This design comes from an exercise in tuning for small area on the open sky130 flow, not from production work. The RTL was checked by simulation tests, not by an equivalence proof against the original design. The clock port is modelled as an ideal driver, which makes a skipped or thinned clock tree look cheaper than it is; a real chip needs a root buffer or a tree. Power figures rest on the tool's default switching activity, not on a simulated workload.

ember:
==> flow/design.v <==
module clock_dividers(
	input clk_in,
	input rst,
	output clk_1hz,
	output clk_2hz,
	output clk_blink,
	output scan_tick,    
	output [1:0] scan_idx  
);
reg [7:0] c0;
reg scan;
reg [2:0] jh;
reg [1:0] r;
reg [2:0] wave;
wire c0_low = ~(c0[6] | c0[4] | c0[3] | c0[1] | c0[0]);
wire w0 = c0_low & c0[5] & ~c0[7];
wire c0_zero = c0_low & ~c0[5] & ~c0[2];
wire e1 = w0 & scan;
wire jw = jh[2] & jh[1];
wire j_low3 = (r[0] ^ wave[0]) & ~(r[1] ^ r[0] ^ wave[1]);
wire e2 = e1 & jw;
wire ejh = e1 & j_low3;
always @(posedge clk_in) begin
	if (rst | w0)
		c0 <= 8'd0;
	else
		c0 <= {c0[6:0], ~(c0[7] ^ c0[6] ^ c0[5] ^ c0[0])};
end
always @(posedge clk_in) begin
	if (rst) begin
		scan <= 1'b0;
		jh <= 3'd0;
		r <= 2'd0;
		wave <= 3'd0;
	end
	else begin
		scan <= scan ^ w0;
		r[0] <= r[0] ^ e1;
		r[1] <= r[1] ^ (e1 & r[0]);
		if (e2)
			jh <= 3'd0;
		else begin
			jh[0] <= jh[0] ^ ejh;
			jh[1] <= jh[1] ^ (ejh & jh[0]);
			jh[2] <= jh[2] ^ (ejh & jh[1] & jh[0]);
		end
		wave[0] <= wave[0] ^ e2;
		wave[1] <= wave[1] ^ (e2 & wave[0]);
		wave[2] <= wave[2] ^ (e2 & wave[1] & wave[0]);
	end
end
assign clk_blink = wave[0];
assign clk_2hz = wave[1];
assign clk_1hz = wave[2];
assign scan_tick = scan & c0_zero;
assign scan_idx = r + {1'b0, scan & ~c0_zero};
endmodule
module debouncer(
	input clk,
	input btn,
	output reg btn_out,
	output btn_rise
);
localparam [15:0] INV = 16'haaaa;
reg [15:0] sr;
wire [15:0] lfsr = sr ^ INV;
wire z = ~|lfsr[14:0];
wire fb = btn_out | (lfsr[15] ^ lfsr[14] ^ lfsr[12] ^ lfsr[3] ^ z);
always @(posedge clk) begin
	if (!btn) begin
		sr <= INV;
		btn_out <= 1'b0;
	end
	else begin
		sr <= {lfsr[14:0], fb} ^ INV;
		if (lfsr[15] & z)
			btn_out <= 1'b1;
	end
end
assign btn_rise = btn_out & ~lfsr[0];
endmodule
module display(
	input [3:0] number,
	output [6:0] seg
);
localparam [15:0] SEG_A = 16'hcc12;
localparam [15:0] SEG_B = 16'hec60;
localparam [15:0] SEG_C = 16'hcc04;
localparam [15:0] SEG_D = 16'h8892;
localparam [15:0] SEG_E = 16'hbaba;
localparam [15:0] SEG_F = 16'h888e;
localparam [15:0] SEG_G = 16'h8883;
assign seg = {SEG_G[number], SEG_F[number], SEG_E[number], SEG_D[number],
	SEG_C[number], SEG_B[number], SEG_A[number]};
endmodule
module counter(
	input rst,
	input pause,
	input adj,
	input sel,
	input clk_sys,
	input clk,
	input clk_adj,
	output [3:0] sec_1s,
	output [2:0] sec_10s,
	output [3:0] min_1s,
	output [2:0] min_10s
);
wire clk_sel = adj ? clk_adj : clk;
reg clk_sel_d;
always @(posedge clk_sys)
	clk_sel_d <= clk_sel;
wire tick = clk_sel & ~clk_sel_d & ~pause;
wire sec_wrap = sec_10s[2] & sec_10s[0] & sec_1s[3] & sec_1s[0];
wire inc_sec = tick & (~adj | sel);
wire inc_min = tick & (adj ? ~sel : sec_wrap);
bcd60 sec(.clk(clk_sys), .rst(rst), .inc(inc_sec), .ones(sec_1s), .tens(sec_10s));
bcd60 min(.clk(clk_sys), .rst(rst), .inc(inc_min), .ones(min_1s), .tens(min_10s));
endmodule
module bcd60(
	input clk,
	input rst,
	input inc,
	output reg [3:0] ones,
	output reg [2:0] tens
);
wire e1 = inc & ones[0];
wire e10 = e1 & ones[3];
always @(posedge clk) begin
	if (rst) begin
		ones <= 4'd0;
		tens <= 3'd0;
	end
	else begin
		ones[0] <= ones[0] ^ inc;
		ones[1] <= ones[1] ^ (e1 & ~ones[3]);
		ones[2] <= ones[2] ^ (e1 & ones[1]);
		ones[3] <= ones[3] ^ (e1 & (ones[3] | (ones[2] & ones[1])));
		tens[0] <= tens[0] ^ e10;
		tens[1] <= tens[1] ^ (e10 & tens[0] & ~tens[2]);
		tens[2] <= tens[2] ^ (e10 & tens[0] & (tens[2] | tens[1]));
	end
end
endmodule
module stopwatch(
	input clk,
	input rst,
	input pause,
	input sel,
	input adj,
	output [6:0] seg,
	output [3:0] an
);
wire rst_out;
wire pause_out;
wire pause_rise;
debouncer rst_btn(
	.clk(clk),
	.btn(rst),
	.btn_out(rst_out),
	.btn_rise()
);
debouncer pause_btn(
	.clk(clk),
	.btn(pause),
	.btn_out(pause_out),
	.btn_rise(pause_rise)
);
reg is_paused;
always @(posedge clk) begin
	if (rst_out)
		is_paused <= 1'b0;
	else if (pause_rise)
		is_paused <= ~is_paused;
end
wire clk_1hz, clk_2hz, clk_blink, scan_tick;
wire [1:0] scan_idx;
clock_dividers divs(
	.clk_in(clk),
	.rst(rst_out),
	.clk_1hz(clk_1hz),
	.clk_2hz(clk_2hz),
	.clk_blink(clk_blink),
	.scan_tick(scan_tick),
	.scan_idx(scan_idx)
);
wire [3:0] sec_1s, min_1s;
wire [2:0] sec_10s, min_10s;
counter count(
	.rst(rst_out),
	.pause(is_paused),
	.adj(adj),
	.sel(sel),
	.clk_sys(clk),
	.clk(clk_1hz),
	.clk_adj(clk_2hz),
	.sec_1s(sec_1s),
	.sec_10s(sec_10s),
	.min_1s(min_1s),
	.min_10s(min_10s)
);
reg [3:0] shown;
reg [3:0] digit;
always @* begin
	case (scan_idx)
		2'd0: digit = {1'b0, min_10s};
		2'd1: digit = min_1s;
		2'd2: digit = {1'b0, sec_10s};
		default: digit = sec_1s;
	endcase
end
wire blank = adj & ~clk_blink & (sel == scan_idx[1]);
always @(posedge clk) begin
	if (rst_out)
		shown <= 4'd15;
	else if (scan_tick)
		shown <= blank ? 4'd11 : digit;
end
display dec(
	.number(shown),
	.seg(seg)
);
wire on = ~(shown[3] & shown[2]);
assign an[3] = ~(on & (scan_idx == 2'd1));
assign an[2] = ~(on & (scan_idx == 2'd2));
assign an[1] = ~(on & (scan_idx == 2'd3));
assign an[0] = ~(on & (scan_idx == 2'd0));
endmodule
Settings: LEC_CHECK=0, CAP_MARGIN=20, CORE_MARGIN=2, CORE_UTILIZATION=40, SLEW_MARGIN=20; clock period 10.0 ns.
standard.sh (not shown) runs the stock make flow with config.mk's settings and CLKGATE_MAP_FILE= SYNTH_SCRIPT=/design/flow/synth_recipe.tcl, a recipe that flattens the netlist after the stock synthesis.
==> flow/flow/run.sh <==
#!/bin/bash
# Own layout flow: the standard synthesis, then the combinational logic
# re-mapped for area with area-oriented ABC scripts (every register instance
# of the standard synthesis is kept as it is; the smallest of the mappings is
# used, after share_inv.py gives inverted-input gates shared inverters), then
# the standard layout steps with a manual clock tree (see
# pre_cts.tcl) and buf_1 port buffers.
# Each tool's output goes to a log file of its own in the work folder.
set -euo pipefail
WORK=$(pwd)
FLOWDIR=$WORK/flow
RES=$WORK/orfs/results/${FLOW_PLATFORM:-sky130hd}/stopwatch/base
YOSYS=${FLOW_HOME:-/OpenROAD-flow-scripts/flow}/../tools/install/yosys/bin/yosys
[ -x "$YOSYS" ] || YOSYS=yosys

bash standard.sh synth > "$WORK/run_synth.log" 2>&1
cp "$RES/1_2_yosys.v" "$WORK/standard_synth.v"

LIB=${FLOW_HOME:-/OpenROAD-flow-scripts/flow}/platforms/sky130hd/lib/sky130_fd_sc_hd__tt_025C_1v80.lib
running=0
for script in "$FLOWDIR"/abc*.script; do
	n=$(basename "$script" .script)
	REMAP_SCRIPT=$script REMAP_OUT=remap_$n "$YOSYS" -c "$FLOWDIR/remap.tcl" > "$WORK/run_remap_$n.log" 2>&1 &
	running=$((running + 1))
	if [ $running -ge 4 ]; then
		wait -n || true
		running=$((running - 1))
	fi
done
wait
best=""
best_area=""
for script in "$FLOWDIR"/abc*.script; do
	n=$(basename "$script" .script)
	[ -f "$WORK/remap_$n.stat" ] && [ -f "$WORK/remap_$n.v" ] || continue
	a=$(awk '/Chip area/ {print $NF}' "$WORK/remap_$n.stat")
	# share the inverters of inverted-input gates, if that still proves equivalent
	s=0
	if saved=$(python3 "$FLOWDIR/share_inv.py" "$LIB" "$WORK/remap_$n.v" "$WORK/remap_${n}_inv.v" 2> "$WORK/run_share_inv_$n.log"); then
		cp "$WORK/remap_$n.v" "$WORK/equiv_a.v"
		cp "$WORK/remap_${n}_inv.v" "$WORK/equiv_b.v"
		if LIB=$LIB "$YOSYS" -c "$FLOWDIR/equiv.tcl" > "$WORK/run_equiv_$n.log" 2>&1; then
			cp "$WORK/remap_${n}_inv.v" "$WORK/remap_$n.v"
			s=$saved
		fi
	fi
	a=$(awk -v a="$a" -v s="$s" 'BEGIN {printf "%.4f", a - s}')
	echo "$n $a (inverter sharing saved $s)" >> "$WORK/remap_areas.txt"
	if [ -z "$best" ] || awk -v a="$a" -v b="$best_area" 'BEGIN {exit !(a < b)}'; then
		best=$n
		best_area=$a
	fi
done
echo "using $best $best_area" >> "$WORK/remap_areas.txt"
cp "$WORK/remap_$best.v" "$RES/1_2_yosys.v"
rm -f "$RES/1_synth.odb" "$RES/1_synth.sdc"
bash standard.sh \
	"PRE_CTS_TCL=$FLOWDIR/pre_cts.tcl" \
	"BUFFER_PORTS_ARGS=-buffer_cell sky130_fd_sc_hd__buf_1" \
	finish > "$WORK/run_layout.log" 2>&1
==> flow/flow/abc_ds1.script <==
strash
&get -n
&st
&deepsyn -S 1 -T 120
&dch -f
&nf -R 1000
&put
==> flow/flow/abc_ds2.script <==
strash
&get -n
&st
&deepsyn -S 2 -T 120
&dch -f
&nf -R 1000
&put
==> flow/flow/abc_ds3.script <==
strash
&get -n
&st
&deepsyn -S 3 -T 120
&dch -f
&nf -R 1000
&put
==> flow/flow/abc_ds4.script <==
strash
&get -n
&st
&deepsyn -S 4 -T 120
&dch -f
&nf -R 1000
&put
==> flow/flow/abc_ds5.script <==
strash
&get -n
&st
&deepsyn -S 5 -T 120
&dch -f
&nf -R 1000
&put
==> flow/flow/abc_ds6.script <==
strash
&get -n
&st
&deepsyn -S 6 -T 120
&dch -f
&nf -R 1000
&put
Other scripts of this flow, unchanged in this note and not shown: flow/flow/abc1.script, flow/flow/abc2.script, flow/flow/abc3.script, flow/flow/abc4.script, flow/flow/equiv.tcl, flow/flow/manual_cts.tcl, flow/flow/pre_cts.tcl, flow/flow/remap.tcl, flow/flow/share_inv.py
Inputs modified between ember and raven:
diff --git a/flow/flow/run.sh b/flow/flow/run.sh
--- a/flow/flow/run.sh
+++ b/flow/flow/run.sh
@@ -18,13 +18,7 @@
 
 LIB=${FLOW_HOME:-/OpenROAD-flow-scripts/flow}/platforms/sky130hd/lib/sky130_fd_sc_hd__tt_025C_1v80.lib
-running=0
 for script in "$FLOWDIR"/abc*.script; do
 	n=$(basename "$script" .script)
 	REMAP_SCRIPT=$script REMAP_OUT=remap_$n "$YOSYS" -c "$FLOWDIR/remap.tcl" > "$WORK/run_remap_$n.log" 2>&1 &
-	running=$((running + 1))
-	if [ $running -ge 4 ]; then
-		wait -n || true
-		running=$((running - 1))
-	fi
 done
 wait
==> flow/flow/abc_ds1.script <==
strash
&get -n
&st
&deepsyn -S 1 -T 90
&dch -f
&nf -R 1000
&put
==> flow/flow/abc_ds2.script <==
strash
&get -n
&st
&deepsyn -S 2 -T 90
&dch -f
&nf -R 1000
&put
==> flow/flow/abc_ds3.script <==
strash
&get -n
&st
&deepsyn -S 3 -T 90
&dch -f
&nf -R 1000
&put
removed: flow/flow/abc_ds4.script
removed: flow/flow/abc_ds5.script
removed: flow/flow/abc_ds6.script
--- outcome ---
raven ran to completion and came out clean on the timing, DRC and antenna checks.
Going from ember to raven, sum of net half-perimeters after detailed placement ~0 delta, combinational fraction of design power saw little to no change, global-route met1 utilization essentially unchanged, cell count closely matched the old numbers, share of the clock period used by the worst path was more or less identical.
Going from ember to raven, sequential share of layout area held steady, largest fanout of any net on the critical path held steady, post-route setup TNS held steady.
In every run of this note, the design's own scripts or RTL, not TritonCTS, make the clock network.


stopwatch, a different RTL version from the one above (not shown whole).
For scale: roughly 2600 um^2 of cells after synthesis.
==> flow/config.mk <==
export PLATFORM = sky130hd
export DESIGN_NAME = stopwatch
export DESIGN_NICKNAME = stopwatch
export VERILOG_FILES = /design/flow/design.v
export SDC_FILE = /design/flow/constraint.sdc
export NUM_CORES = 4
export LEC_CHECK = 0
export CAP_MARGIN = 20
export CORE_MARGIN = 2
export CORE_UTILIZATION = 40
export SLEW_MARGIN = 20
==> flow/constraint.sdc <==
create_clock -name core_clock -period 10.0 [get_ports {clk}]
set_input_delay 2.0000 -clock core_clock [delete_from_list [all_inputs] [get_ports {clk}]]
set_output_delay 2.0000 -clock core_clock [all_outputs]
set_load 0.01 [all_outputs]
==> flow/flow/run.sh <==
#!/bin/bash
# Own layout flow: the standard synthesis, then the combinational logic
# re-mapped for area with area-oriented ABC scripts (every register instance
# of the standard synthesis is kept as it is; the smallest of the mappings is
# used), then the standard layout steps with a leaner clock tree (no dummy
# loads, clkbuf_4 leaves in small clusters) and buf_1 port buffers.
# Each tool's output goes to a log file of its own in the work folder.
set -euo pipefail
WORK=$(pwd)
FLOWDIR=$WORK/flow
RES=$WORK/orfs/results/${FLOW_PLATFORM:-sky130hd}/stopwatch/base
YOSYS=${FLOW_HOME:-/OpenROAD-flow-scripts/flow}/../tools/install/yosys/bin/yosys
[ -x "$YOSYS" ] || YOSYS=yosys

bash standard.sh synth > "$WORK/run_synth.log" 2>&1
cp "$RES/1_2_yosys.v" "$WORK/standard_synth.v"

best=""
best_area=""
for script in "$FLOWDIR"/abc*.script; do
	n=$(basename "$script" .script)
	REMAP_SCRIPT=$script REMAP_OUT=remap_$n "$YOSYS" -c "$FLOWDIR/remap.tcl" > "$WORK/run_remap_$n.log" 2>&1 || continue
	a=$(awk '/Chip area/ {print $NF}' "$WORK/remap_$n.stat")
	echo "$n $a" >> "$WORK/remap_areas.txt"
	if [ -z "$best" ] || awk -v a="$a" -v b="$best_area" 'BEGIN {exit !(a < b)}'; then
		best=$n
		best_area=$a
	fi
done
echo "using $best $best_area" >> "$WORK/remap_areas.txt"
cp "$WORK/remap_$best.v" "$RES/1_2_yosys.v"
rm -f "$RES/1_synth.odb" "$RES/1_synth.sdc"
bash standard.sh \
	"CTS_ARGS=$(cat "$FLOWDIR/cts_args.txt")" \
	"BUFFER_PORTS_ARGS=-buffer_cell sky130_fd_sc_hd__buf_1" \
	finish > "$WORK/run_layout.log" 2>&1
==> flow/flow/abc5.script <==
strash
&get -n
&st
&deepsyn -T 60
&dch -f
&nf -R 1000
&put
==> flow/flow/cts_args.txt <==
-sink_clustering_enable -sink_clustering_size 10 -sink_clustering_max_diameter 50 -repair_clock_nets -dont_use_dummy_load -buf_list sky130_fd_sc_hd__clkbuf_4
Other scripts of this flow, unchanged in this note and not shown: flow/flow/abc1.script, flow/flow/abc2.script, flow/flow/abc3.script, flow/flow/abc4.script, flow/flow/remap.tcl
Edit:
- CAP_MARGIN: 20 -> 0
- GPL_TIMING_DRIVEN: default -> 0
- SLEW_MARGIN: 20 -> 0
The changed run passed the timing, DRC and antenna checks.
Clock power stays flat.
Utilization does not change.
Sequential power is about the same.
Final area stays the same.
First-iteration DRC count goes down by about a fifth.
Via count shrinks slightly.
Total power barely changes.
Die area is unchanged.
Setup slack loses 0.14 ns.
Edit:
- CAP_MARGIN: 0 -> 20
- GPL_TIMING_DRIVEN: 0 -> default
- SLEW_MARGIN: 0 -> 20
removed: flow/flow/abc5.script
Effect:
- The new run produced a clean layout
- non-clock buffer count rose by 2
- area after synthesis goes up by 0.87%
- critical path depth grows by 3
- worst setup slack stays flat
Edit:
==> flow/flow/cts_args.txt (replaced) <==
-sink_clustering_enable -sink_clustering_size 20 -sink_clustering_max_diameter 60 -repair_clock_nets -dont_use_dummy_load -buf_list sky130_fd_sc_hd__clkbuf_8
Result:
- clock-buffer cell count does not change
- non-clock buffer count stays the same
- fmax grows by 1.6%
- power grows by 5.8%
- global-route usage grows by 0.21 points
- core utilization grows by 0.89 points
- clock skew shrinks by 0.015 ns

[static timing again, ports no longer ideal]
How much do the figures lean on ideal ports? The routed layouts below were timed once more, with nothing changed but the port constraints.
Step 1, drivers: a clkbuf_16 drives clk and a buf_2 each remaining input, both assumed.
Step 2 moves the port delays by t, midway between the first and last clock arrival at a register: inputs arrive t later, outputs are due t later. That takes back most of the time a late clock gives input paths.
Slacks: no drivers / after step 1 / after step 2; pairs: no drivers / after step 1.
run	shift t [ns]	setup WS [ns]	slew at the worst register clock pin (ns)	worst data-port slew with drivers (ns)
ember	0.214	6.193 / 6.138 / 6.353	0.11 / 0.11	0.03
raven	0.214	6.193 / 6.138 / 6.353	0.11 / 0.11	0.03
the first run of note 2	0.400	5.265 / 5.239 / 5.639	0.12 / 0.12	0.03
the second run of note 2	0.417	5.123 / 5.098 / 5.515	0.11 / 0.11	0.03
the third run of note 2	0.414	5.124 / 5.097 / 5.511	0.12 / 0.12	0.03
the fourth run of note 2	0.354	5.202 / 5.172 / 5.526	0.08 / 0.08	0.03
After both steps setup and hold are still met in every run listed.
